Background: an optimization exercise with open tools, aiming at small area and a short achievable clock period. Do not read the settings as production practice.
In this exercise RTL edits were held to simulation tests only and were not proved equivalent to the original.
Power is estimated from default activity; no workload was simulated.

before:
Design microprocessor, start of the top module:
module microprocessor(clk, rst, outputPorts, inputPorts, imem_addr, imem_data, dmem_addr, dmem_we, dmem_wdata, dmem_rdata);
Size in the first run: about 3300 cells after synthesis, about 130 I/O pins, ~51000 um^2 of cells after synthesis.
==> module rdport, before the edit <==
module rdport(sel, rf, q);
	input [31:1] sel;
	input [32*31-1:0] rf;
	output [31:0] q;
	genvar k, b;
	generate
		for (b = 0; b < 32; b = b + 1) begin : BIT
			wire [31:1] d;
			for (k = 1; k < 32; k = k + 1) begin : D
				assign d[k] = rf[32*(k-1) + b];
			end
			rdport_bit u(.sel(sel), .d(d), .q(q[b]));
		end
	endgenerate
endmodule
==> module microprocessor, before the edit <==
module microprocessor(clk, rst, outputPorts, inputPorts, imem_addr, imem_data, dmem_addr, dmem_we, dmem_wdata, dmem_rdata);
	input clk;
	input rst;
	input [1:0] inputPorts;
	output reg [7:0] outputPorts;
	output [7:0] imem_addr;
	input [31:0] imem_data;
	output [7:0] dmem_addr;
	output dmem_we;
	output [31:0] dmem_wdata;
	input [31:0] dmem_rdata;
	reg [7:0] pc, pc_a;
	assign imem_addr = pc;
	wire [4:0] f_rs = imem_data[25:21];
	wire [4:0] f_rt = imem_data[20:16];
	wire [31:0] f_rs_sel = 32'd1 << f_rs;
	wire [31:0] f_rt_sel = 32'd1 << f_rt;
	reg [5:0] d_op;             
	reg [15:0] d_ir;            
	reg [4:0] d_rt;
	reg [31:1] d_rs_sel, d_rt_sel;
	reg d_jump;                 
	reg [7:0] d_jt;             
	wire [5:0] d_fn = d_ir[5:0];
	wire [4:0] d_rd = d_ir[15:11];
	reg d_wr, d_load, d_store, d_branch, d_imm, d_sub;
	reg [4:0] d_res;            
	always @(*) begin
		d_wr = 1'b0; d_load = 1'b0; d_store = 1'b0; d_branch = 1'b0;
		d_imm = 1'b0; d_sub = 1'b0; d_res = 5'b00001;
		case (d_op)
			6'b000000: case (d_fn)
				6'b100000: d_wr = 1'b1;
				6'b100010: begin d_wr = 1'b1; d_sub = 1'b1; end
				6'b100100: begin d_wr = 1'b1; d_res = 5'b00010; end
				6'b100101: begin d_wr = 1'b1; d_res = 5'b00100; end
				6'b100110: begin d_wr = 1'b1; d_res = 5'b01000; end
				default: ;
			endcase
			6'b100011: begin d_wr = 1'b1; d_imm = 1'b1; d_load = 1'b1; end
			6'b101011: begin d_imm = 1'b1; d_store = 1'b1; end
			6'b000100: begin d_branch = 1'b1; d_res = 5'b10000; end   
			6'b001111, 6'b001000: begin d_wr = 1'b1; d_imm = 1'b1; end
			6'b001100: begin d_wr = 1'b1; d_imm = 1'b1; d_res = 5'b00010; end
			6'b001101: begin d_wr = 1'b1; d_imm = 1'b1; d_res = 5'b00100; end
			6'b001110: begin d_wr = 1'b1; d_imm = 1'b1; d_res = 5'b01000; end
			default: ;
		endcase
	end
	wire [4:0] d_dest = (d_op == 6'b000000) ? d_rd : d_rt;
	wire [32*31-1:0] rf;        
	wire [31:0] d_a, d_b;
	rdport rd_a(.sel(d_rs_sel), .rf(rf), .q(d_a));
	rdport rd_b(.sel(d_rt_sel), .rf(rf), .q(d_b));
	reg [31:0] e_a, e_b;
	reg [15:0] e_i;
	reg [7:0] e_tgt;
	reg [4:0] e_dest;
	reg [4:0] e_res;
	reg e_wr, e_load, e_store, e_branch, e_imm, e_sub;
	wire [31:0] e_bop = (e_imm ? {{16{e_i[15]}}, e_i} : e_b) ^ {32{e_sub}};
	wire [4:0] e_sel_mid = e_store ? 5'b10000 : e_res;
	wire [15:0] e_lo;
	wire e_c16;
	alu e_alu(.a(e_a[15:0]), .b(e_bop[15:0]), .q({e_b[15:8], e_tgt}), .ci(e_sub),
		.sel_lo(e_res), .sel_hi(e_sel_mid), .out(e_lo), .co(e_c16));
	wire e_eq = (e_a == e_b);
	wire e_io = (e_lo[7:3] == 5'd0) | (e_lo[7:1] == 7'b0000100);
	reg [15:0] m_lo;            
	reg [15:0] m_a, m_b;        
	reg m_c16;
	reg [4:0] m_sel;
	reg [7:0] m_sd;             
	reg [4:0] m_dest;
	reg m_wr, m_load, m_store, m_we, m_taken;
	wire [7:0] m_addr = m_lo[7:0];
	assign dmem_addr = m_addr;
	assign dmem_we = m_we;
	assign dmem_wdata = {m_b, m_lo[15:8], m_sd};
	wire [15:0] m_hi;
	alu m_alu(.a(m_a), .b(m_b), .q(m_b), .ci(m_c16), .sel_lo(m_sel), .sel_hi(m_sel), .out(m_hi), .co());
	wire m_in = (m_addr[7:1] == 7'b0000100);
	wire [31:0] m_ld = m_in ? {31'd0, inputPorts[m_addr[0]]} : dmem_rdata;
	wire [11:0] m_dest_dec = {(4'b0001 << m_dest[4:3]) & {4{m_wr}}, 8'b00000001 << m_dest[2:0]};
	reg [31:0] w_data;
	reg [3:0] w_hi;             
	reg [7:0] w_lo;
	always @(posedge clk) begin
		if (rst) begin
			pc <= 8'd0; pc_a <= 8'd0;
			d_op <= 6'h3f;     
			d_jump <= 1'b0;
			e_wr <= 1'b0; e_store <= 1'b0; e_branch <= 1'b0;
			m_wr <= 1'b0; m_we <= 1'b0; m_store <= 1'b0; m_taken <= 1'b0;
			w_hi <= 4'd0;
			outputPorts <= 8'd0;
		end else begin
			pc <= m_taken ? m_lo[7:0] : (d_jump ? d_jt : pc + 8'd1);
			pc_a <= pc;
			d_op <= imem_data[31:26];
			d_jump <= (imem_data[31:26] == 6'b000010);
			e_wr <= d_wr; e_store <= d_store; e_branch <= d_branch;
			m_wr <= e_wr; m_store <= e_store; m_taken <= e_branch & e_eq;
			m_we <= e_store & ~e_io;
			w_hi <= m_dest_dec[11:8];
			if (m_store && m_addr[7:3] == 5'd0) outputPorts[m_addr[2:0]] <= m_sd[0];
		end
	end
	always @(posedge clk) begin
		d_ir <= imem_data[15:0];
		d_jt <= pc_a + imem_data[7:0];
		d_rt <= f_rt;
		d_rs_sel <= f_rs_sel[31:1];
		d_rt_sel <= f_rt_sel[31:1];
		e_a <= d_a; e_b <= d_b; e_i <= d_ir; e_dest <= d_dest;
		e_tgt <= pc_a + d_ir[7:0];
		e_load <= d_load; e_imm <= d_imm; e_sub <= d_sub; e_res <= d_res;
		m_lo <= e_lo; m_c16 <= e_c16; m_a <= e_a[31:16];
		m_b <= e_store ? e_b[31:16] : e_bop[31:16];
		m_sel <= e_sel_mid;
		m_sd <= e_b[7:0]; m_dest <= e_dest; m_load <= e_load;
		w_data <= m_load ? m_ld : {m_hi, m_lo};
		w_lo <= m_dest_dec[7:0];
	end
	genvar g;
	generate
		for (g = 1; g < 32; g = g + 1) begin : RF_WRITE
			reg [31:0] r;
			always @(posedge clk)
				if (w_hi[g / 8] & w_lo[g % 8]) r <= w_data;
			assign rf[32*(g-1) +: 32] = r;
		end
	endgenerate
endmodule
Settings: LEC_CHECK=0, CAP_MARGIN=20, CORE_MARGIN=2, CORE_UTILIZATION=40, CTS_CLUSTER_DIAMETER=60, CTS_CLUSTER_SIZE=30, PLACE_DENSITY=0.55, SETUP_SLACK_MARGIN=3.5, SLEW_MARGIN=20, SYNTH_HIERARCHICAL=1; clock period 6.0 ns.
standard.sh (not shown) runs the stock make flow with config.mk's settings and CLKGATE_MAP_FILE= SYNTH_SCRIPT=/design/flow/synth_recipe.tcl, a recipe that flattens the netlist after the stock synthesis.
==> flow/flow/run.sh <==
#!/bin/bash
# The standard layout, with plain buffers (buf_4) on the ports in place of
# the delay cells buffer_ports picks by itself.
set -euo pipefail
export BUFFER_PORTS_ARGS="-buffer_cell sky130_fd_sc_hd__buf_4"
bash standard.sh > standard.log 2>&1
before closes out successfully: all stages finished, all timing, DRC and antenna checks passed.
diff inputs: before => after
diff --git a/flow/design.v b/flow/design.v
--- a/flow/design.v
+++ b/flow/design.v
@@ -153,14 +153,18 @@
 	g_nand4 u_u1(.a(t[4]), .b(t[5]), .c(t[6]), .d(t[7]), .y(u1));
 	g_nand3 u_u2(.a(t[8]), .b(t[9]), .c(t[10]), .y(u2));
 	g_or3 u_q(.a(u0), .b(u1), .c(u2), .y(q));
 endmodule
-module rdport(sel, rf, q);
-	input [31:1] sel;
+module rdport(dec, rf, q);
+	input [11:0] dec;
 	input [32*31-1:0] rf;
 	output [31:0] q;
+	wire [31:1] sel;
 	genvar k, b;
 	generate
+		for (k = 1; k < 32; k = k + 1) begin : SEL
+			assign sel[k] = dec[8 + k / 8] & dec[k % 8];
+		end
 		for (b = 0; b < 32; b = b + 1) begin : BIT
 			wire [31:1] d;
 			for (k = 1; k < 32; k = k + 1) begin : D
 				assign d[k] = rf[32*(k-1) + b];
@@ -183,14 +187,14 @@
 	reg [7:0] pc, pc_a;
 	assign imem_addr = pc;
 	wire [4:0] f_rs = imem_data[25:21];
 	wire [4:0] f_rt = imem_data[20:16];
-	wire [31:0] f_rs_sel = 32'd1 << f_rs;
-	wire [31:0] f_rt_sel = 32'd1 << f_rt;
+	wire [11:0] f_rs_dec = {4'b0001 << f_rs[4:3], 8'b00000001 << f_rs[2:0]};
+	wire [11:0] f_rt_dec = {4'b0001 << f_rt[4:3], 8'b00000001 << f_rt[2:0]};
 	reg [5:0] d_op;             
 	reg [15:0] d_ir;            
 	reg [4:0] d_rt;
-	reg [31:1] d_rs_sel, d_rt_sel;
+	reg [11:0] d_rs_dec, d_rt_dec;
 	reg d_jump;                 
 	reg [7:0] d_jt;             
 	wire [5:0] d_fn = d_ir[5:0];
 	wire [4:0] d_rd = d_ir[15:11];
@@ -220,10 +224,10 @@
 	end
 	wire [4:0] d_dest = (d_op == 6'b000000) ? d_rd : d_rt;
 	wire [32*31-1:0] rf;        
 	wire [31:0] d_a, d_b;
-	rdport rd_a(.sel(d_rs_sel), .rf(rf), .q(d_a));
-	rdport rd_b(.sel(d_rt_sel), .rf(rf), .q(d_b));
+	rdport rd_a(.dec(d_rs_dec), .rf(rf), .q(d_a));
+	rdport rd_b(.dec(d_rt_dec), .rf(rf), .q(d_b));
 	reg [31:0] e_a, e_b;
 	reg [15:0] e_i;
 	reg [7:0] e_tgt;
 	reg [4:0] e_dest;
@@ -280,10 +284,10 @@
 	always @(posedge clk) begin
 		d_ir <= imem_data[15:0];
 		d_jt <= pc_a + imem_data[7:0];
 		d_rt <= f_rt;
-		d_rs_sel <= f_rs_sel[31:1];
-		d_rt_sel <= f_rt_sel[31:1];
+		d_rs_dec <= f_rs_dec;
+		d_rt_dec <= f_rt_dec;
 		e_a <= d_a; e_b <= d_b; e_i <= d_ir; e_dest <= d_dest;
 		e_tgt <= pc_a + d_ir[7:0];
 		e_load <= d_load; e_imm <= d_imm; e_sub <= d_sub; e_res <= d_res;
 		m_lo <= e_lo; m_c16 <= e_c16; m_a <= e_a[31:16];
Results
Where leakage component of the power is concerned, before is outperformed by after. Post-synthesis instance area sits lower in after than in before. STATUS maximum achievable frequency: after loses against before. Per the comparison of after with before, tightest hold margin decreased 0.0040 ns, final design area excluding fillers decreased 1.8%, peak supply drop decreased 4.0%, number of cells on the critical path increased 1. Compared after vs before, and die footprint is down in after. Diff after and before: proportion of final cell area spent on non-clock buffers higher in before. Going from before to after, number of well taps went down by 0.72%, post-DP HPWL fell about 1.6%. Re delay of the slowest cell on the worst path: after and before aren't equal, and the higher value belongs to before. The higher combined global-route utilization of all metal layers came out of before.

==> static timing again, ports no longer ideal <==
In the flow no input, the clock included, has a driving cell. The finished layouts below were timed again as built, in two steps.
Step 1, drivers: a clkbuf_16 drives clk and a buf_2 each remaining input, both assumed.
Step 2 moves the port delays by t, midway between the first and last clock arrival at a register: inputs arrive t later, outputs are due t later. That takes back most of the time a late clock gives input paths.
Three values: ideal, step 1, step 2; two values: the first two.
run	t, ns	setup WS [ns]	worst data-port slew with drivers (ns)
before	0.790	3.515 / 3.478 / 3.337	0.12
after	0.789	3.412 / 3.412 / 3.279	0.06
After both steps setup and hold are still met in every run listed. For before, which loses most, drivers alone change the setup slack by -0.037 ns; drivers and shift together by -0.178 ns.
